What follows belongs to an exercise in optimizing a design on an open flow for small area and a short achievable clock period; a production flow would make more cautious choices. Where RTL was checked, it was by simulation tests only, not by an equivalence proof against the original. The RTL of run 1 was laid out without a check of its function. Power figures rest on the tool's default switching activity, not on a simulated workload.

## flow/design.v (module list and top-level ports; edited modules follow where they fit)
// module ALU: 1939 lines
// module c_hipre: 10 lines
// module c_f0: 5 lines
// module c_f1: 5 lines
// module c_f2: 5 lines
// module c_f3: 5 lines
// module c_f4: 5 lines
// module c_f5: 5 lines
// module c_f6: 5 lines
// module c_f7: 5 lines
// module c_f8: 5 lines
// module c_f9: 5 lines
// module c_f10: 5 lines
// module c_f11: 5 lines
// module c_f12: 5 lines
// module c_f13: 5 lines
// module c_f14: 5 lines
// module c_f15: 5 lines
// module c_f16: 5 lines
// module c_f17: 5 lines
// module c_f18: 5 lines
module ALU(X, B, R, y, valid_in, clk);
  // ...
==> flow/flow/run.sh <==
#!/bin/bash
# The standard layout, with every input and output port buffered by a
# plain buffer (buf_2) instead of the default delay-cell buffer; the
# resizer may then size these buffers like any other.
set -euo pipefail
cd "$(dirname "$0")/.."
export BUFFER_PORTS_ARGS="-buffer_cell sky130_fd_sc_hd__buf_2"
bash standard.sh > flow_standard.log 2>&1
==> flow/standard.sh <==
#!/bin/bash
# synth_recipe.tcl (not shown) runs the flow's synth.tcl, then flattens the netlist and writes it again
# the make line also repeats each setting of config.mk as NAME=value (left out here)
make -C /OpenROAD-flow-scripts/flow DESIGN_CONFIG=/design/flow/config.mk WORK_HOME=/design/flow/orfs CLKGATE_MAP_FILE= SYNTH_SCRIPT=/design/flow/synth_recipe.tcl "${@:-finish}"
==> flow/config.mk <==
export PLATFORM = sky130hd
export DESIGN_NAME = ALU
export DESIGN_NICKNAME = ALU
export VERILOG_FILES = /design/flow/design.v
export SDC_FILE = /design/flow/constraint.sdc
export NUM_CORES = 4
export LEC_CHECK = 0
export CAP_MARGIN = 20
export CORE_MARGIN = 2
export CORE_UTILIZATION = 40
export SETUP_SLACK_MARGIN = 3
export SLEW_MARGIN = 20
export SYNTH_HIERARCHICAL = 1
export SYNTH_MINIMUM_KEEP_SIZE = 0
==> flow/constraint.sdc <==
create_clock -name core_clock -period 10.0 [get_ports {clk}]
set_input_delay 2.0000 -clock core_clock [delete_from_list [all_inputs] [get_ports {clk}]]
set_output_delay 2.0000 -clock core_clock [all_outputs]
set_load 0.01 [all_outputs]
==> flow_summary_export.csv, run 1 <==
group,metric,value,unit
placed_design,post-place-ws,1.592,ns
logic_synthesis,yosysMostFrequentCell,"nand2_1",
logic_synthesis,syn_avg_cell_area,9.249,um^2
cells_and_area,nonClkBufAreaFrac,9.572,%
timing,clock.fmax,142.5,MHz
logic_synthesis,yosys.area_share.adder,46.51,%
timing,tightestPinTransition,0.7245,ns
logic_synthesis,muxShareOfSynthArea,1.310,%
cells_and_area,largest-register,"y",
setup_path,rr_endpoint,"y[34]",
cts,path_clk_slew,0.07,ns
timing,finalHoldViolCount,0,
power_and_ir_drop,p_leak,3.613,nW
cts,clk_latency,0.30,ns
drt,drt_first_pass_iters,5,
drt,route.vias.total,7941,
power_and_ir_drop,powerDensity,164.5,mW/mm^2
cts,cts_tree,"done",
setup_path,path_common_cell,"fa_1",
drt,route.met2.wl,13340,um
power_and_ir_drop,pwr-share-comb,77.4,%
outcome,outcome,"no timing/DRC/antenna violations",
setup_path,crit_type,"in2reg",
die,initial_core_util,40.40,%
cells_and_area,diodes,0,
setup_path,crit_slowest_cell,"fa_2",
timing,holdWs,0.5453,ns
grt,antenna_found_initial,0,
cells_and_area,final_cell_area,0.01175,mm^2
logic_synthesis,synth.largest_area_cell,"fa_1",
cells_and_area,nonClockBufferCount,149,
timing,fin_crit,7.018,ns
cells_and_area,nonClockInverterCount,30,
cells_and_area,multi_input_area_share,78.14,%
power_and_ir_drop,vdd_drop_max,0.1464,mV
cts,cts_max_path_buffers,2,
grt,grt_busiest_layer,"met2",
grt,met1_usage,28.27,%
grt,grt_pass1_vias,8166,
logic_synthesis,synthSimpleGateAreaFrac,24.95,%
cells_and_area,multi_input_comb_cells,983,
==> module c_hipre, before the edit <==
module c_hipre(yh, a1, b0, b1, h1, h0);
  input [6:0] yh;
  input a1, b0, b1;
  output [6:0] h1, h0;
  wire [6:0] yinc = yh + 7'd1;
  wire [6:0] ydec = yh - 7'd1;
  wire [6:0] m = b0 ? yh : yinc;
  assign h1 = m;
  assign h0 = a1 ? m : b0 ? ydec : yh;
endmodule
==> module c_f18, before the edit <==
module c_f18(i0, i1, i2, o0);
  input i0, i1, i2;
  output o0;
  assign o0 = i0 ? i1 : i2;
endmodule
==> run 2: changes to the inputs <==
--- a/flow/design.v
+++ b/flow/design.v
@@ -1945,8 +1945,8 @@
   wire [6:0] yinc = yh + 7'd1;
   wire [6:0] ydec = yh - 7'd1;
   wire [6:0] m = b0 ? yh : yinc;
-  assign h1 = m;
-  assign h0 = a1 ? m : b0 ? ydec : yh;
+  assign h1 = ~m;
+  assign h0 = ~(a1 ? m : b0 ? ydec : yh);
 endmodule
 module c_f0(i0, i1, i2, o0);
   input i0, i1, i2;
@@ -2041,5 +2041,5 @@
 module c_f18(i0, i1, i2, o0);
   input i0, i1, i2;
   output o0;
-  assign o0 = i0 ? i1 : i2;
+  assign o0 = ~(i0 ? i1 : i2);
 endmodule
==> run 2 against run 1 <==
Compared with the run above: still clean on timing, DRC and antenna; synthesized cell count fell by 0.28%; sequential share of layout area is 0.14 points higher; via count down 2.8%; synthesized area decreased by 0.46%; sequential cell count stayed put; clock skew grew 0.0049 ns; total power increased by 0.32%; die area shrank 0.45%; wire length down 1.6%; highest routed layer unchanged.
==> flow_summary_export.csv, run 2 <==
group,metric,value,unit
outcome,outcome,"no timing/DRC/antenna violations",
placed_design,place_inst,1448,
worst_hold_path,hold_start,"y[0]",
setup_path,r2r_slack,7.31,ns
cells_and_area,final_net_count,1454,
placed_design,post-dp-hpwl,19860,um
timing,tightestPinTransition,0.7497,ns
drt,drt_wl_total,26280,um
power_and_ir_drop,vdd_drop_max,0.09934,mV
timing,finalSetupViolations,0,
logic_synthesis,synth.top_cells.by_count,"nand2_1 (362), fa_1 (225), nor2_1 (82)",
worst_hold_path,hold_end,"y[0]",
logic_synthesis,netlist_area,0.009694,mm^2
logic_synthesis,synth_seq_area_share,8.054,%
grt,grt_pass1_vias,8250,
timing,finalHoldViolCount,0,
drt,via_per_inst,5.099,
logic_synthesis,synthArstFlopShare,0,%
drt,ant_nets,0,
grt,track_usage,21.42,%
grt,antenna_found_initial,0,
drt,drtIter0Drc,336,
die,initial_core_util,41.06,%
placed_design,numPortBuffers,73,
timing,clock.fmax,142.9,MHz
cells_and_area,nFillCells,2285,
die,num_rows,56,
cells_and_area,largest-register,"y",
power_and_ir_drop,p_leak,3.479,nW
setup_path,worstPathArrival,7.19,ns
timing,timing.final.crit_share,70.00,%
cells_and_area,finalNonFillerCells,1513,
grt,grt_pass1_wl,43310,um
cells_and_area,drive_gt1_share,26.15,%
drt,drt_first_pass_iters,7,
die,die_w,159.7,um
setup_path,critPathLaunch,"R",
power_and_ir_drop,powerDensity,168.4,mW/mm^2
drt,wl_per_cell,17.37,um
logic_synthesis,ys.flop_type,"dfxtp_1",
logic_synthesis,yosysMostFrequentCell,"nand2_1",
flow_run,cap_violations,0,
logic_synthesis,syn_inst,1050,
logic_synthesis,synth_edf_count,0,
placed_design,post-place-ws,2.045,ns
timing,fin_skew,0.008437,ns
cells_and_area,largest_reg_flops,39,
worst_hold_path,hold_depth,3,
timing,setup_ws,3.000,ns
cts,cts_tree,"done",
logic_synthesis,yosys_register_bits,39,
cells_and_area,area_growth,18.78,%
cells_and_area,final_cell_mix,"nand2_1 (348), fa_1 (206), nor2_1 (74)",
cells_and_area,mostFrequentLayoutCell,"nand2_1",
timing,fin_crit,7.000,ns
logic_synthesis,synth.top_cell.area_share,46.46,%
die,dieArea,0.02550,mm^2
timing,rsz0062_at_grt,"yes",
cts,hold_buffers,0,
drt,route.vias.total,7715,
timing,setup_tns,0,ns
die,die_h,159.7,um
cells_and_area,top_regs,"y: 39 flops",
setup_path,reg2reg_depth,12,
setup_path,rr_endpoint,"y[36]",
power_and_ir_drop,finalPower,0.001939,W
cts,clock-root-buffer,"clkbuf_16",
worst_hold_path,holdCritPathClass,"reg2reg",
drt,drc_errors,0,
placed_design,gp_congestion,0.8469,
logic_synthesis,netlist_top_cells_area,"fa_1 (46%), nand2_1 (14%), dfxtp_1 (8.1%)",
logic_synthesis,synth.largest_area_cell,"fa_1",
timing,holdWs,0.5490,ns
logic_synthesis,synth.distinct_cells,32,
timing,maxSlewViolCount,0,
cells_and_area,seq_area,780.7,um^2
cts,cts_buffers,5,
die,io_pins,74,
cts,path_clk_slew,0.07,ns
cts,clk_latency,0.30,ns
cells_and_area,multi_input_area,0.009092,mm^2
setup_path,worstPathRequired,10.19,ns
cts,h-tree-depth,2,
setup_path,r2r-start,"y[1]",
cts,cts.sinks,39,
grt,grt_overflow,0,
logic_synthesis,syn_avg_cell_area,9.233,um^2
setup_path,worstSetupStartpointType,"input port",
die,core_area,0.02361,mm^2
setup_path,crit_type,"in2reg",
grt,grt_max_degree,30,
cts,cts_max_path_buffers,2,
timing,slew_headroom,49.92,%
setup_path,worst-path-max-fanout,6,
logic_synthesis,yosysWarningCount,7,
setup_path,endpoint_kind,"register",
run 2: cells by family (layout without fill, tap and decap cells):
family | Yosys count | in the layout | share of synthesized area [%]
and+or+nand+nor | 537 | 537 | 25.08
adders and majority gates | 227 | 227 | 46.72
AOI/OAI and AO/OA | 115 | 116 | 9.719
xor gates and xnor gates | 90 | 90 | 8.131
DFF | 39 | 39 | 8.054
buffers and inverters | 33 | 169 | 1.433
muxes | 8 | 8 | 0.8261
other | 1 | 8 | 0.03868
run 2: layout make-up:
class | instances | area share [%]
antenna | 1 | 0.02173
clock buffer | 5 | 1.087
multi-input combinational | 985 | 78.96
sequential | 39 | 6.780
clock inverter | 3 | 0.2173
tap | 319 | 3.466
inverter | 30 | 0.9779
timing repair buffer | 131 | 8.486
run 2: worst max path at each step:
| stage | end |
|---|---|
| after floorplan | y[32] |
| after global placement | y[34] |
| after detailed placement | y[38] |
| after CTS | y[36] |
| after global routing | y[34] |
| final | y[27] |
run 2: per-stage QoR:
step	instance area (um^2)	util (%)
finish	11510	48.77
detailed placement	10560	44.72
global route	11510	48.75
global placement	10560	44.72
floorplan	9798	-
CTS	11300	47.87
run 2: routing by layer:
metal	up-vias	global-route usage (%)	routed length, um
met4	0	5.165	522
met5	-	0	0
met3	36	3.169	1468
li1	3577	-	-
met2	219	37.66	13470
met1	3883	27.86	10820
run 2: timing repair:
item	4_1_cts	5_1_grt
pin swaps	25	19
cloned	3	0
buffers inserted	42	11
endpoints found under the setup margin	23	23
gates resized for setup	49	34
endpoints found under the hold margin	0	0
run 2: worst max-delay path, stage by stage:
cell,delay (ns)
buf_16,0.12
and3b_4,0.35
buf_4,0.13
nand2_1,0.08
fa_2,0.43
fa_1,0.55
fa_1,0.46
fa_2,0.37
fa_1,0.50
fa_1,0.46
fa_1,0.58
nand2_2,0.09
a21oi_4,0.19
o21ai_4,0.12
a21oi_4,0.24
buf_4,0.15
buf_4,0.10
o21ai_2,0.05
a21oi_2,0.13
xnor2_1,0.08
run 2: power breakdown:
part           internal [W]  total, W  switching [W]
Combinational      0.000656   0.00150       0.000843
Clock             0.0000938  0.000177      0.0000835
Sequential         0.000229  0.000263      0.0000344
Total              0.000979   0.00194       0.000961
run 2: per-module statistics from Yosys, one instance, submodules excluded, excerpt:
module	flip-flops and latches	cell area, um^2
c_hipre	0	370.4
ALU	39	828.3
c_f15	0	13.76
c_f3	0	6.256
c_f17	0	3.754
c_f18	0	10.01
==> run 3: changes to the inputs <==
--- a/flow/config.mk
+++ b/flow/config.mk
@@ -8,6 +8,7 @@
 export CAP_MARGIN = 20
 export CORE_MARGIN = 2
 export CORE_UTILIZATION = 40
+export PLACE_DENSITY = 0.8
 export SETUP_SLACK_MARGIN = 3
 export SLEW_MARGIN = 20
 export SYNTH_HIERARCHICAL = 1
==> run 3 against run 2 <==
Compared with the run above: still clean; first-iteration DRC count up 61%; combinational power down 3%; fmax fell by 1.0%; design area down 1.5%; global-route usage is 1.0 points lower; synthesized area stayed put; utilization down 0.74 points; clock skew about the same; die area stayed put; largest power group unchanged; highest routed layer unchanged.
==> flow_summary_export.csv, run 3 <==
group,metric,value,unit
die,initial_core_util,41.06,%
cells_and_area,largest-register,"y",
timing,slew_headroom,49.53,%
cts,hold_buffers,0,
logic_synthesis,synth.distinct_cells,32,
power_and_ir_drop,clock_power_share,9.1,%
cells_and_area,largest_reg_flops,39,
placed_design,place_inst,1446,
power_and_ir_drop,pwr-share-comb,76.8,%
cells_and_area,mostFrequentLayoutCell,"nand2_1",
grt,grt_pass1_wl,41690,um
power_and_ir_drop,power.net_switching,0.0009433,W
logic_synthesis,muxShareOfSynthArea,0.8260,%
timing,finalHoldViolCount,0,
timing,timing.final.crit_share,70.73,%
power_and_ir_drop,vdd_drop_max,0.1203,mV
die,num_rows,56,
timing,tightestPinTransition,0.7556,ns
logic_synthesis,syn_avg_cell_area,9.233,um^2
power_and_ir_drop,p_leak,3.396,nW
grt,track_usage,20.41,%
cts,path_clk_slew,0.07,ns
cts,cts_tree,"done",
die,die_h,159.7,um
cells_and_area,drive_gt1_share,23.75,%
setup_path,endpoint_kind,"register",
cells_and_area,finalNonFillerCells,1498,
cts,cts_max_path_buffers,2,
timing,maxSlewViolCount,0,
worst_hold_path,holdCritPathClass,"reg2reg",
cts,cts_buffers,5,
power_and_ir_drop,p_int,0.0009489,W
drt,drc_errors,0,
logic_synthesis,netlist_area,0.009694,mm^2
logic_synthesis,yosysWarningCount,7,
die,core_area,0.02361,mm^2
cells_and_area,diodes,0,
grt,antenna_found_initial,0,
timing,setup_ws,2.927,ns
placed_design,numPortBuffers,73,
drt,wl_per_cell,17.07,um
setup_path,worst-path-max-fanout,7,
drt,drt_first_pass_iters,5,
drt,drt_wl_total,25570,um
drt,route.vias.total,7969,
drt,ant_nets,0,
logic_synthesis,yosys.area_share.adder,46.72,%
flow_run,cap_violations,0,
logic_synthesis,synth_compound_area_share,9.719,%
logic_synthesis,synth.largest_area_cell,"fa_1",
logic_synthesis,ys.flop_type,"dfxtp_1",
power_and_ir_drop,powerDensity,166.8,mW/mm^2
setup_path,worstPathArrival,7.30,ns
drt,drtIter0Drc,542,
logic_synthesis,synth.top_cells.by_count,"nand2_1 (362), fa_1 (225), nor2_1 (82)",
logic_synthesis,synth_seq_area_share,8.054,%
die,dieArea,0.02550,mm^2
grt,grt_pass1_vias,8569,
timing,setup_tns,0,ns
logic_synthesis,synthArstFlopShare,0,%
logic_synthesis,yosysMostFrequentCell,"nand2_1",
grt,grt_overflow,0,
logic_synthesis,syn_inst,1050,
outcome,outcome,"no timing/DRC/antenna violations",
logic_synthesis,synth_edf_count,0,
die,die_w,159.7,um
placed_design,dpl_cell_area,0.01054,mm^2
setup_path,worstSetupStartpointType,"input port",
timing,rsz0062_at_grt,"yes",
placed_design,post-place-ws,1.821,ns
placed_design,gp_congestion,0.8943,
timing,finalSetupViolations,0,
cells_and_area,final_cell_mix,"nand2_1 (352), fa_1 (217), nor2_1 (75)",
cells_and_area,area_growth,16.99,%
logic_synthesis,synth.top_cell.area_share,46.46,%
cts,cts.sinks,39,
logic_synthesis,netlist_top_cells_area,"fa_1 (46%), nand2_1 (14%), dfxtp_1 (8.1%)",
cells_and_area,final_cell_area,0.01134,mm^2
cts,h-tree-depth,2,
logic_synthesis,synthSimpleGateAreaFrac,25.08,%
setup_path,crit_type,"in2reg",
cts,clock-root-buffer,"clkbuf_16",
cells_and_area,final_net_count,1440,
logic_synthesis,synth_top_family_by_area,"adder cells",
power_and_ir_drop,swShare,49.85,%
die,io_pins,74,
cells_and_area,multi_input_area,0.009039,mm^2
timing,fin_skew,0.008290,ns
placed_design,post-dp-hpwl,18930,um
cells_and_area,seq_area,780.7,um^2
timing,clock.fmax,141.4,MHz
grt,grt_max_degree,28,
cells_and_area,nFillCells,2146,
setup_path,worstPathRequired,10.23,ns
logic_synthesis,synth_xor_area_share,8.131,%
drt,via_per_inst,5.320,
cts,clk_latency,0.30,ns
power_and_ir_drop,seqPwrFrac,14.0,%
timing,fin_crit,7.073,ns
cells_and_area,top_regs,"y: 39 flops",
logic_synthesis,yosys_register_bits,39,
-- run 3: cell counts after synthesis --
Identical to the previous run, type by type.
-- run 3: path summary, 6_finish.rpt --
path / startpoint / end / slack [ns] / depth (start not counted)
worst max-delay path: R / y[38] / 2.93 / 19
worst min-delay path: y[0] / y[0] / 0.54 / 3
worst max register to register: y[1] / y[34] / 7.31 / 12
worst min register to register: y[0] / y[0] / 0.54 / 3
-- run 3: through the flow --
stage / total power [W] / utilization [%] / hold WS, ns
detailed placement: 0.001541 / 44.65 / 0.5258
global placement: 0.001498 / 44.65 / 0.5149
CTS: 0.001838 / 47.19 / 0.5431
global route: 0.002062 / 48.03 / 0.5836
finish: 0.001892 / 48.03 / 0.5445
floorplan: 0.001270 / - / 0.5405
-- run 3: kinds of logic (layout without fill, tap and decap cells) --
| kind of cell | Yosys count | in the layout |
|---|---|---|
| other cells | 1 | 7 |
| mux | 8 | 8 |
| xor+xnor | 90 | 90 |
| flops | 39 | 39 |
| buf+inv | 33 | 155 |
| fa+ha+maj | 227 | 227 |
| compound gates | 115 | 115 |
| simple gates | 537 | 538 |
-- run 3: cell type report --
| class | instances | area share (%) |
|---|---|---|
| multi-input cells | 985 | 79.70 |
| repair buffers | 117 | 7.579 |
| flip-flops and latches | 39 | 6.884 |
| well taps | 319 | 3.519 |
| clock buffers | 5 | 1.103 |
| inverters | 30 | 0.9929 |
| clock inverters | 3 | 0.2207 |
-- run 3: worst max-delay path, cell delays in order --
cell,delay [ns]
buf_16,0.12
and3b_4,0.32
buf_12,0.12
nand2_4,0.04
fa_2,0.57
fa_1,0.44
fa_1,0.51
fa_2,0.36
fa_1,0.50
fa_1,0.46
fa_2,0.58
nand2_2,0.09
a21oi_4,0.20
o21ai_4,0.09
a21oi_4,0.28
o21ai_2,0.12
a21oi_4,0.14
buf_12,0.14
mux2i_1,0.19
-- run 3: per-layer routing --
| layer | track usage (%) | share of wire (%) |
|---|---|---|
| met2 | 35.06 | 50 |
| met3 | 3.584 | 7.0 |
| met5 | 0 | 0 |
| met4 | 10.17 | 4.7 |
| met1 | 24.75 | 38 |
-- run 3: repair_timing --
action | in CTS | in global routing
cloned | 3 | 1
setup endpoints to repair | 25 | 23
pin swaps | 21 | 14
buffers inserted | 27 | 13
gates resized for setup | 42 | 27
-- run 3: modules after synthesis, one instance, submodules excluded, a selection --
| module | copies in the design | flops+latches | cells inside | area [um^2] |
|---|---|---|---|---|
| c_f1 | 356 | 0 | 1 | 3.754 |
| ALU | 1 | 39 | 47 | 828.3 |
| c_f9 | 9 | 0 | 2 | 12.51 |
| c_f16 | 2 | 0 | 2 | 12.51 |
| c_f14 | 8 | 0 | 1 | 11.26 |
| c_f18 | 7 | 0 | 1 | 10.01 |
| c_hipre | 1 | 0 | 45 | 370.4 |
| c_f4 | 225 | 0 | 1 | 20.02 |
| c_f6 | 61 | 0 | 1 | 3.754 |
-- run 3: power groups by stage --
stage	clock (W)	combinational [W]	sequential [W]
after floorplan	0	0.000980	0.000290
after global placement	0	0.00123	0.000270
after detailed placement	0	0.00127	0.000271
after CTS	0.000179	0.00139	0.000268
after global routing	0.000187	0.00160	0.000274
final	0.000173	0.00145	0.000266
==> run 4: changes to the inputs <==
==> flow/flow/run.sh (replaced) <==
#!/bin/bash
# The standard layout, with every input and output port buffered by a
# plain buffer (buf_1) instead of the default delay-cell buffer; the
# resizer may then size these buffers like any other.
set -euo pipefail
cd "$(dirname "$0")/.."
export BUFFER_PORTS_ARGS="-buffer_cell sky130_fd_sc_hd__buf_1"
bash standard.sh > flow_standard.log 2>&1
--- a/flow/config.mk
+++ b/flow/config.mk
@@ -8,7 +8,6 @@
 export CAP_MARGIN = 20
 export CORE_MARGIN = 2
 export CORE_UTILIZATION = 40
-export PLACE_DENSITY = 0.8
 export SETUP_SLACK_MARGIN = 3
 export SLEW_MARGIN = 20
 export SYNTH_HIERARCHICAL = 1
==> run 4 against run 3 <==
Compared with the run above: largest cell class unchanged; synthesized cell count is the same; clock-buffer cell count did not move; still clean on timing, DRC and antenna; utilization is 0.25 points higher.
==> flow_summary_export.csv, run 4 <==
group,metric,value,unit
cells_and_area,final_util,48.28,%
worst_hold_path,holdCritPathClass,"reg2reg",
setup_path,worstSetupStartpointType,"input port",
grt,grt_max_degree,30,
drt,wl_per_cell,17.54,um
logic_synthesis,yosysWarningCount,7,
power_and_ir_drop,vdd_drop_max,0.1047,mV
setup_path,crit_buf_inv,4,
setup_path,cp_top_family,"adder cells",
timing,finalSetupViolations,0,
cts,h-tree-depth,2,
setup_path,slowest_delay,0.59,ns
logic_synthesis,synth_seq_area_share,8.054,%
logic_synthesis,synth_edf_count,0,
flow_run,cap_violations,0,
setup_path,worst-path-max-fanout,7,
drt,route.vias.total,7795,
cts,cts.sinks,39,
cts,clock-root-buffer,"clkbuf_16",
logic_synthesis,synthArstFlopShare,0,%
die,die_w,159.7,um
cells_and_area,largest-register,"y",
setup_path,crit_slowest_cell,"fa_2",
timing,maxSlewViolCount,0,
cells_and_area,multi_input_area,0.009074,mm^2
setup_path,worstPathRequired,10.23,ns
die,num_rows,56,
drt,drt_wl_total,26370,um
die,initial_core_util,41.06,%
timing,fin_skew,0.009756,ns
cells_and_area,largest_reg_flops,39,
cells_and_area,top_regs,"y: 39 flops",
cells_and_area,drive_gt1_share,20.44,%
cts,hold_buffers,0,
grt,grt_overflow,0,
setup_path,crit_path_cell_trace,"clkbuf_16, and3b_4, buf_6, nand2_2, fa_2, fa_1, fa_1, fa_2, fa_1, fa_1, fa_2, nand2_4, a21oi_4, o21ai_4, a21oi_4, buf_12, inv_1, a21oi_2, a21boi_2, xnor2_1",
outcome,outcome,"no timing/DRC/antenna violations",
drt,ant_nets,0,
setup_path,endpoint_kind,"register",
cts,clk_latency,0.31,ns
cells_and_area,diodes,0,
drt,via_per_inst,5.186,
logic_synthesis,synth.largest_area_cell,"fa_1",
cts,cts_max_path_buffers,2,
logic_synthesis,netlist_area,0.009694,mm^2
drt,drtIter0Drc,370,
grt,antenna_found_initial,0,
logic_synthesis,ys.flop_type,"dfxtp_1",
cells_and_area,mostFrequentLayoutCell,"nand2_1",
placed_design,post-dp-hpwl,19570,um
cells_and_area,nFillCells,2275,
power_and_ir_drop,p_leak,3.238,nW
timing,clock.fmax,143.2,MHz
cells_and_area,final_cell_mix,"nand2_1 (349), fa_1 (203), nor2_1 (73)",
grt,track_usage,21.75,%
cells_and_area,final_net_count,1445,
cts,path_clk_slew,0.07,ns
drt,drc_errors,0,
logic_synthesis,yosys_register_bits,39,
logic_synthesis,syn_avg_cell_area,9.233,um^2
die,dieArea,0.02550,mm^2
placed_design,numPortBuffers,73,
die,die_h,159.7,um
power_and_ir_drop,powerDensity,171.2,mW/mm^2
logic_synthesis,syn_inst,1050,
logic_synthesis,netlist_top_cells_area,"fa_1 (46%), nand2_1 (14%), dfxtp_1 (8.1%)",
setup_path,crit_type,"in2reg",
placed_design,place_inst,1452,
logic_synthesis,synth.top_cell.area_share,46.46,%
cts,cts_buffers,5,
die,io_pins,74,
timing,tightestPinTransition,0.9647,ns
cells_and_area,finalNonFillerCells,1503,
grt,grt_pass1_wl,43800,um
logic_synthesis,synth.top_cells.by_count,"nand2_1 (362), fa_1 (225), nor2_1 (82)",
timing,slew_headroom,35.69,%
timing,timing.final.crit_share,69.83,%
cells_and_area,final_cell_area,0.01140,mm^2
placed_design,gp_congestion,0.8414,
logic_synthesis,yosysMostFrequentCell,"nand2_1",
timing,rsz0062_at_grt,"yes",
timing,finalHoldViolCount,0,
timing,setup_tns,0,ns
timing,fin_crit,6.983,ns
cells_and_area,seq_area,780.7,um^2
placed_design,dpl_cell_area,0.01050,mm^2
logic_synthesis,synth.distinct_cells,32,
die,core_area,0.02361,mm^2
setup_path,worstPathArrival,7.21,ns
cts,cts_tree,"done",
drt,drt_first_pass_iters,5,
cells_and_area,area_growth,17.60,%
setup_path,path_common_cell,"fa_1",
grt,grt_pass1_vias,8349,
==> run 4: cell counts after synthesis <==
No cell type changed its count.
==> run 4: repair_timing <==
item                                    4_1_cts  5_1_grt
endpoints found under the setup margin       25       19
buffers inserted                             37        4
cloned                                        2        0
resized for setup                            72       33
pin swaps                                    27       20
==> run 4: per-module statistics from Yosys (local to each module, per instance), a selection <==
module / area, um^2 / copies in the design / cells / flip-flops and latches
c_f16: 12.51 / 2 / 2 / 0
c_f15: 13.76 / 3 / 1 / 0
c_f5: 6.256 / 32 / 1 / 0
c_f10: 12.51 / 14 / 2 / 0
c_f8: 8.758 / 51 / 1 / 0
c_f6: 3.754 / 61 / 1 / 0
c_f14: 11.26 / 8 / 1 / 0
c_f9: 12.51 / 9 / 2 / 0
==> run 4: per-layer routing <==
metal / track usage, % / share of wire, % / vias to the layer above
met5: 0 / 0 / -
met4: 7.645 / 3.2 / 0
met3: 3.532 / 5.7 / 55
met2: 36.93 / 49 / 236
met1: 28.20 / 42 / 3939
li1: - / - / 3565
==> run 4: cell type report <==
cell class | count | area share, %
Multi-Input combinational cell | 984 | 79.59
Timing Repair Buffer | 123 | 7.386
Sequential cell | 39 | 6.848
Tap cell | 319 | 3.501
Clock buffer | 5 | 1.097
Inverter | 30 | 0.9877
Clock inverter | 3 | 0.5926
==> run 4: kinds of logic (layout without fill, tap and decap cells) <==
| family | count (synthesis) | count (layout) | share of synthesized area, % |
|---|---|---|---|
| AOI/OAI and AO/OA | 115 | 115 | 9.719 |
| xor gates and xnor gates | 90 | 90 | 8.131 |
| muxes | 8 | 8 | 0.8261 |
| and+or+nand+nor | 537 | 537 | 25.08 |
| buffers and inverters | 33 | 161 | 1.433 |
| other | 1 | 7 | 0.03868 |
| DFF | 39 | 39 | 8.054 |
| adders and majority gates | 227 | 227 | 46.72 |
==> run 4: through the flow <==
| stage | hold WS (ns) | power, W | worst slack [ns] |
|---|---|---|---|
| floorplan | 0.5405 | 0.001270 | 2.968 |
| global placement | 0.5361 | 0.001519 | 1.957 |
| detailed placement | 0.5436 | 0.001535 | 1.858 |
| CTS | 0.5656 | 0.001920 | 2.893 |
| global route | 0.5948 | 0.002130 | 2.868 |
| finish | 0.5661 | 0.001951 | 3.017 |
==> run 4: power breakdown <==
part	switching [W]	total [W]	internal, W
sequential	0.0000359	0.000265	0.000229
combinational	0.000838	0.00146	0.000622
clock	0.0000834	0.000227	0.000144
==> run 4: final timing paths <==
path / start / endpoint / slack (ns) / depth (start not counted)
min: y[0] / y[0] / 0.57 / 3
max reg2reg: y[1] / y[35] / 7.32 / 12
max: R / y[30] / 3.02 / 20
min reg2reg: y[0] / y[0] / 0.57 / 3
==> run 4: tightest hold or removal path, cell delays in order (launching register included) <==
cell and delay (ns):
dfxtp_1 0.32, nand2b_1 0.10, xnor2_1 0.08, inv_1 0.05
==> run 5: changes to the inputs <==
--- a/flow/config.mk
+++ b/flow/config.mk
@@ -8,6 +8,7 @@
 export CAP_MARGIN = 20
 export CORE_MARGIN = 2
 export CORE_UTILIZATION = 40
+export PLACE_DENSITY = 0.8
 export SETUP_SLACK_MARGIN = 3
 export SLEW_MARGIN = 20
 export SYNTH_HIERARCHICAL = 1
==> run 5 against run 4 <==
Compared with the run above: cell count decreased by 0.40%; first-iteration DRC count up 52%; highest routed layer unchanged; design area shrank 0.77%; combinational power is essentially flat; wire length is 2.0% lower; sequential cell count stayed put; sequential power grew 2%; synthesized cell count did not move; sequential share of layout area increased by 0.053 points; critical path depth rose by 1.
==> flow_summary_export.csv, run 5 <==
group,metric,value,unit
timing,clock.fmax,143.0,MHz
cts,hold_buffers,0,
drt,drt_first_pass_iters,6,
worst_hold_path,hold_end,"y[0]",
logic_synthesis,synth_xor_area_share,8.131,%
timing,timing.final.crit_share,69.94,%
placed_design,post-dp-hpwl,18810,um
timing,rsz0062_at_grt,"yes",
setup_path,crit_type,"in2reg",
setup_path,reg2reg_depth,11,
cts,path_clk_slew,0.07,ns
setup_path,worstPathArrival,7.18,ns
flow_run,cap_violations,0,
cts,cts.sinks,39,
die,num_rows,56,
cts,cts_buffers,5,
cts,h-tree-depth,2,
die,dieArea,0.02550,mm^2
logic_synthesis,synth_seq_area_share,8.054,%
grt,grt_pass1_wl,41820,um
cells_and_area,largest_reg_flops,39,
logic_synthesis,muxShareOfSynthArea,0.8260,%
timing,tightestPinTransition,0.8671,ns
logic_synthesis,ys.flop_type,"dfxtp_1",
cells_and_area,nFillCells,2179,
logic_synthesis,synthArstFlopShare,0,%
outcome,outcome,"no timing/DRC/antenna violations",
power_and_ir_drop,powerDensity,171.9,mW/mm^2
drt,route.vias.total,8003,
cells_and_area,area_growth,16.70,%
cells_and_area,final_util,47.91,%
worst_hold_path,hold_depth,3,
grt,grt_pass1_vias,8630,
grt,grt_max_degree,28,
worst_hold_path,holdCritPathClass,"reg2reg",
logic_synthesis,netlist_top_cells_area,"fa_1 (46%), nand2_1 (14%), dfxtp_1 (8.1%)",
setup_path,endpoint_kind,"register",
die,initial_core_util,41.06,%
logic_synthesis,synth_compound_area_share,9.719,%
logic_synthesis,synth.largest_area_cell,"fa_1",
timing,holdWs,0.5562,ns
grt,grt_overflow,0,
cells_and_area,final_cell_mix,"nand2_1 (348), fa_1 (204), nor2_1 (70)",
drt,wl_per_cell,17.26,um
cts,clock-root-buffer,"clkbuf_16",
cells_and_area,top_regs,"y: 39 flops",
grt,track_usage,20.30,%
logic_synthesis,synth.top_cells.by_count,"nand2_1 (362), fa_1 (225), nor2_1 (82)",
drt,ant_nets,0,
placed_design,numPortBuffers,73,
cts,cts_max_path_buffers,2,
cells_and_area,drive_gt1_share,20.90,%
timing,finalSetupViolations,0,
power_and_ir_drop,vdd_drop_max,0.1228,mV
drt,drtIter0Drc,563,
die,core_area,0.02361,mm^2
placed_design,post-place-ws,1.638,ns
logic_synthesis,synth_edf_count,0,
logic_synthesis,syn_avg_cell_area,9.233,um^2
logic_synthesis,netlist_area,0.009694,mm^2
setup_path,r2r_slack,7.14,ns
cells_and_area,final_net_count,1438,
logic_synthesis,yosysWarningCount,7,
cells_and_area,mostFrequentLayoutCell,"nand2_1",
logic_synthesis,yosys_register_bits,39,
placed_design,gp_congestion,0.9151,
die,io_pins,74,
power_and_ir_drop,p_leak,3.212,nW
worst_hold_path,hold_start,"y[0]",
logic_synthesis,syn_inst,1050,
drt,via_per_inst,5.346,
cts,clk_latency,0.30,ns
logic_synthesis,synthSimpleGateAreaFrac,25.08,%
logic_synthesis,synth.distinct_cells,32,
timing,fin_crit,6.994,ns
setup_path,worst-path-max-fanout,7,
cts,cts_tree,"done",
setup_path,r2r-start,"y[3]",
setup_path,rr_endpoint,"y[36]",
logic_synthesis,yosys.area_share.adder,46.72,%
timing,fin_skew,0.009604,ns
timing,maxSlewViolCount,0,
die,die_h,159.7,um
drt,drc_errors,0,
timing,setup_tns,0,ns
grt,antenna_found_initial,0,
setup_path,worstSetupStartpointType,"input port",
logic_synthesis,yosysMostFrequentCell,"nand2_1",
timing,finalHoldViolCount,0,
setup_path,worstPathRequired,10.18,ns
timing,setup_ws,3.006,ns
logic_synthesis,synth_top_family_by_area,"adder cells",
cells_and_area,largest-register,"y",
drt,drt_wl_total,25840,um
logic_synthesis,synth.top_cell.area_share,46.46,%
timing,slew_headroom,42.19,%
die,die_w,159.7,um
-- run 5: worst max path at each step --
stage               from  slack (ns)  endpoint
finish                 R        3.01     y[37]
global route           R        2.86     y[38]
CTS                    R        2.96     y[37]
detailed placement     R        1.64     y[36]
global placement       R        1.77     y[37]
floorplan              R        2.97     y[32]
-- run 5: worst max-delay path: stages --
cell and delay, ns:
clkbuf_16 0.14, and3b_4 0.36, nand2_1 0.09, fa_2 0.54, fa_1 0.44, fa_1 0.52
fa_2 0.36, fa_1 0.46, fa_2 0.59, nand2_1 0.10, a21oi_2 0.19, o21ai_2 0.11
a21oi_2 0.14, o21ai_1 0.10, a21oi_2 0.18, inv_2 0.06, buf_4 0.14, nand4b_1 0.24
nor2_2 0.20, xnor2_1 0.13, mux2i_1 0.09
-- run 5: per-module statistics from Yosys (local to each module, per instance), a selection --
module | cells | copies in the design | flops+latches
c_f10 | 2 | 14 | 0
c_f8 | 1 | 51 | 0
c_f14 | 1 | 8 | 0
c_f3 | 1 | 16 | 0
c_f4 | 1 | 225 | 0
c_f18 | 1 | 7 | 0
c_f9 | 2 | 9 | 0
c_f2 | 1 | 34 | 0
c_f16 | 2 | 2 | 0
c_f11 | 1 | 11 | 0
c_f7 | 1 | 43 | 0
c_f15 | 1 | 3 | 0
c_f5 | 1 | 32 | 0
c_f1 | 1 | 356 | 0
c_hipre | 45 | 1 | 0
c_f6 | 1 | 61 | 0
-- run 5: layout make-up --
cell class                 instances  area [um^2]  share of cell area (%)
timing repair buffer             116        742.0                   6.558
sequential                        39        780.7                   6.901
tap                              319        399.1                   3.528
multi-input combinational        984         9107                   80.50
clock buffer                       5        125.1                   1.106
clock inverter                     3        43.79                  0.3871
antenna                            1        2.502                 0.02212
inverter                          30        112.6                  0.9954
-- run 5: repair_timing --
item,CTS,global route
pin swaps,16,24
buffers inserted,34,5
endpoints found under the setup margin,27,23
gates resized for setup,49,68
cloned,3,0
endpoints found under the hold margin,0,0
-- run 5: logic make-up after synthesis --
family,count (synthesis)
other cells,1
flops,39
mux,8
fa+ha+maj,227
buf+inv,33
simple gates,537
compound gates,115
xor+xnor,90
-- run 5: power breakdown --
| part | total [W] | internal [W] | leakage [nW] | switching (W) |
|---|---|---|---|---|
| clock network | 0.000199 | 0.000118 | 0.0838 | 0.0000807 |
| logic | 0.00148 | 0.000623 | 2.80 | 0.000855 |
| registers | 0.000269 | 0.000229 | 0.326 | 0.0000399 |
| total | 0.00195 | 0.000970 | 3.21 | 0.000975 |
-- run 5: per-stage QoR --
stage | total power, W | instance area, um^2 | instances
finish | 0.001945 | 11310 | 1497
global route | 0.002108 | 11310 | 1496
CTS | 0.001833 | 11100 | 1491
detailed placement | 0.001522 | 10450 | 1446
global placement | 0.001480 | 10450 | 1446
floorplan | 0.001270 | 9798 | 1056
-- run 5: metal layers --
layer / up-vias / part of all wire [%] / track usage, %
met2: 344 / 52 / 36.27
met1: 4011 / 37 / 24.15
met3: 95 / 6.7 / 3.455
met4: 0 / 4.2 / 8.512
met5: - / 0 / 0
li1: 3553 / - / -
==> run 6: changes to the inputs <==
--- a/flow/config.mk
+++ b/flow/config.mk
@@ -5,11 +5,11 @@
 export SDC_FILE = /design/flow/constraint.sdc
 export NUM_CORES = 4
 export LEC_CHECK = 0
-export CAP_MARGIN = 20
+export CAP_MARGIN = 5
 export CORE_MARGIN = 2
 export CORE_UTILIZATION = 40
 export PLACE_DENSITY = 0.8
 export SETUP_SLACK_MARGIN = 3
-export SLEW_MARGIN = 20
+export SLEW_MARGIN = 5
 export SYNTH_HIERARCHICAL = 1
 export SYNTH_MINIMUM_KEEP_SIZE = 0
==> run 6 against run 5 <==
Compared with the run above: largest cell class unchanged; highest routed layer unchanged; combinational power is essentially flat; critical path type unchanged; sequential share of layout area is the same; design area is the same; critical endpoint unchanged; critical path depth is the same; still clean on timing, DRC and antenna; fmax is the same; total power is the same.
==> flow_summary_export.csv, run 6 <==
group,metric,value,unit
setup_path,endpoint_kind,"register",
logic_synthesis,yosys_register_bits,39,
logic_synthesis,synth_edf_count,0,
logic_synthesis,synth_compound_area_share,9.719,%
timing,tightestPinTransition,0.8671,ns
cells_and_area,largest-register,"y",
grt,antenna_found_initial,0,
grt,grt_pass1_vias,8630,
drt,route.vias.total,8003,
die,die_w,159.7,um
setup_path,r2r-start,"y[3]",
drt,ant_nets,0,
drt,drt_wl_total,25840,um
placed_design,dpl_cell_area,0.01045,mm^2
logic_synthesis,synthSimpleGateAreaFrac,25.08,%
logic_synthesis,ys.flop_type,"dfxtp_1",
logic_synthesis,netlist_area,0.009694,mm^2
setup_path,crit_type,"in2reg",
setup_path,r2r_slack,7.14,ns
drt,dr.max_layer_used,"met4",
power_and_ir_drop,vdd_drop_max,0.1228,mV
cts,hold_buffers,0,
cts,cts_max_path_buffers,2,
logic_synthesis,synth_top_family_by_area,"adder cells",
cells_and_area,top_regs,"y: 39 flops",
timing,finalSetupViolations,0,
timing,timing.final.crit_share,69.94,%
timing,fin_crit,6.994,ns
timing,clock.fmax,143.0,MHz
worst_hold_path,hold_end,"y[0]",
setup_path,worstPathRequired,10.18,ns
cells_and_area,area_growth,16.70,%
cts,cts.sinks,39,
power_and_ir_drop,p_leak,3.212,nW
timing,setup_ws,3.006,ns
logic_synthesis,synth_seq_area_share,8.054,%
logic_synthesis,yosysMostFrequentCell,"nand2_1",
flow_run,cap_violations,0,
grt,track_usage,20.30,%
cts,h-tree-depth,2,
power_and_ir_drop,finalPower,0.001945,W
timing,slew_headroom,42.19,%
worst_hold_path,holdCritPathClass,"reg2reg",
logic_synthesis,yosys.area_share.adder,46.72,%
drt,route.met3.wl,1733,um
drt,drc_errors,0,
cells_and_area,finalNonFillerCells,1497,
die,initial_core_util,41.06,%
logic_synthesis,muxShareOfSynthArea,0.8260,%
grt,grt_overflow,0,
worst_hold_path,hold_depth,3,
logic_synthesis,syn_inst,1050,
outcome,outcome,"no timing/DRC/antenna violations",
placed_design,place_inst,1446,
cells_and_area,final_cell_area,0.01131,mm^2
die,core_area,0.02361,mm^2
setup_path,rr_endpoint,"y[36]",
setup_path,worst-path-max-fanout,7,
worst_hold_path,hold_start,"y[0]",
logic_synthesis,synth.distinct_cells,32,
power_and_ir_drop,powerDensity,171.9,mW/mm^2
die,die_h,159.7,um
drt,route.met2.wl,13400,um
logic_synthesis,synth.top_cells.by_count,"nand2_1 (362), fa_1 (225), nor2_1 (82)",
placed_design,numPortBuffers,73,
grt,grt_pass1_wl,41820,um
cells_and_area,nFillCells,2179,
logic_synthesis,synth_xor_area_share,8.131,%
cells_and_area,final_net_count,1438,
die,num_rows,56,
logic_synthesis,synth.largest_area_cell,"fa_1",
drt,met1Wirelength,9631,um
timing,maxSlewViolCount,0,
cts,path_clk_slew,0.07,ns
cts,cts_tree,"done",
setup_path,worstSetupStartpointType,"input port",
cells_and_area,final_cell_mix,"nand2_1 (348), fa_1 (204), nor2_1 (70)",
logic_synthesis,synth.top_cell.area_share,46.46,%
drt,via_per_inst,5.346,
placed_design,post-dp-hpwl,18810,um
timing,finalHoldViolCount,0,
timing,fin_skew,0.009604,ns
setup_path,reg2reg_depth,11,
grt,grt_max_degree,28,
setup_path,worstPathArrival,7.18,ns
logic_synthesis,netlist_top_cells_area,"fa_1 (46%), nand2_1 (14%), dfxtp_1 (8.1%)",
cts,cts_buffers,5,
timing,rsz0062_at_grt,"yes",
drt,wl_per_cell,17.26,um
placed_design,gp_congestion,0.9151,
cells_and_area,drive_gt1_share,20.90,%
drt,drtIter0Drc,563,
die,dieArea,0.02550,mm^2
timing,setup_tns,0,ns
cells_and_area,largest_reg_flops,39,
logic_synthesis,syn_avg_cell_area,9.233,um^2
cells_and_area,mostFrequentLayoutCell,"nand2_1",
drt,drt_first_pass_iters,6,
cts,clk_latency,0.30,ns
cts,clock-root-buffer,"clkbuf_16",
die,io_pins,74,
logic_synthesis,synthArstFlopShare,0,%
placed_design,post-place-ws,1.638,ns
logic_synthesis,yosysWarningCount,7,
==> run 6: cells by family (layout without fill, tap and decap cells) <==
family                   Yosys count  count (layout)
AO/OA/AOI/OAI                    115             115
XOR/XNOR                          90              90
multiplexers                       8               8
buffers and inverters             33             154
AND/OR/NAND/NOR                  537             537
flip-flops                        39              39
other                              1               8
adder cells (fa/ha/maj)          227             227
==> run 6: critical path, stage by stage <==
cell and delay [ns]:
clkbuf_16 0.14, and3b_4 0.36, nand2_1 0.09, fa_2 0.54
fa_1 0.44, fa_1 0.52, fa_2 0.36, fa_1 0.46
fa_2 0.59, nand2_1 0.10, a21oi_2 0.19, o21ai_2 0.11
a21oi_2 0.14, o21ai_1 0.10, a21oi_2 0.18, inv_2 0.06
buf_4 0.14, nand4b_1 0.24, nor2_2 0.20, xnor2_1 0.13
mux2i_1 0.09
==> run 6: power breakdown <==
part | switching, W | leakage, nW | internal, W | total (W)
Sequential | 0.0000399 | 0.326 | 0.000229 | 0.000269
Combinational | 0.000855 | 2.80 | 0.000623 | 0.00148
Clock | 0.0000807 | 0.0838 | 0.000118 | 0.000199
==> run 6: worst max-delay path by stage <==
stage,start,end,depth (start not counted)
after floorplan,R,y[32],16
after global placement,R,y[37],17
after detailed placement,R,y[36],17
after CTS,R,y[37],19
after global routing,R,y[38],21
final,R,y[37],21
==> run 6: per-stage QoR <==
stage / util (%) / hold WS, ns
after CTS: 47.00 / 0.5561
after global placement: 44.27 / 0.5238
after floorplan: - / 0.5405
after detailed placement: 44.27 / 0.5354
after global routing: 47.90 / 0.5884
final: 47.91 / 0.5562
==> run 6: layer usage <==
layer | vias to the layer above | track usage, %
met4 | 0 | 8.512
met5 | - | 0
met3 | 95 | 3.455
met1 | 4011 | 24.15
met2 | 344 | 36.27
li1 | 3553 | -
==> run 6: repair_timing <==
action,in CTS,in global routing
pin swaps,16,24
hold endpoints to repair,0,0
gates resized for setup,49,68
buffers inserted,34,5
gates cloned,3,0
setup endpoints to repair,27,23
==> run 6: Yosys stat by module, one instance, submodules excluded, excerpt <==
module | copies in the design | cells | area (um^2)
c_f4 | 225 | 1 | 20.02
c_f5 | 32 | 1 | 6.256
c_f7 | 43 | 1 | 8.758
c_f10 | 14 | 2 | 12.51
c_f13 | 19 | 1 | 3.754
c_f11 | 11 | 1 | 13.76
==> run 6: layout make-up <==
cell class              instances  area (um^2)  share of cell area, %
multi-input cells             984         9107                  80.50
flip-flops and latches         39        780.7                  6.901
repair buffers                116        742.0                  6.558
well taps                     319        399.1                  3.528
clock buffers                   5        125.1                  1.106
inverters                      30        112.6                 0.9954
clock inverters                 3        43.79                 0.3871
diodes                          1        2.502                0.02212

[static timing again, ports no longer ideal]
The results above use ideal ports. As a check the final layouts listed here were re-extracted and re-timed, cells and wires unchanged.
Step 1 sets driving cells, clkbuf_16 on the clock port and buf_2 on the other inputs (assumed; they add their load-dependent delay and slew).
Step 2 moves the port delays by t, midway between the first and last clock arrival at a register: inputs arrive t later, outputs are due t later. That takes back most of the time a late clock gives input paths.
Three values: ideal ports, drivers, drivers and shift; two values: the first two.
run | shift t [ns] | setup slack, ns | hold slack, ns
run 1 | 0.345 | 2.982 / 2.857 / 2.513 | 0.545 / 0.545 / 0.545
run 2 | 0.343 | 3.000 / 2.892 / 2.549 | 0.549 / 0.549 / 0.549
run 3 | 0.346 | 2.927 / 2.799 / 2.453 | 0.544 / 0.544 / 0.544
run 4 | 0.350 | 3.017 / 2.960 / 2.610 | 0.566 / 0.566 / 0.566
run 5 | 0.344 | 3.006 / 2.879 / 2.536 | 0.556 / 0.556 / 0.556
run 6 | 0.344 | 3.006 / 2.879 / 2.536 | 0.556 / 0.556 / 0.556
After both steps setup and hold are still met in every run listed. The setup slack of run 3, which loses most, moves by -0.128 ns with the drivers and by -0.474 ns with both steps.
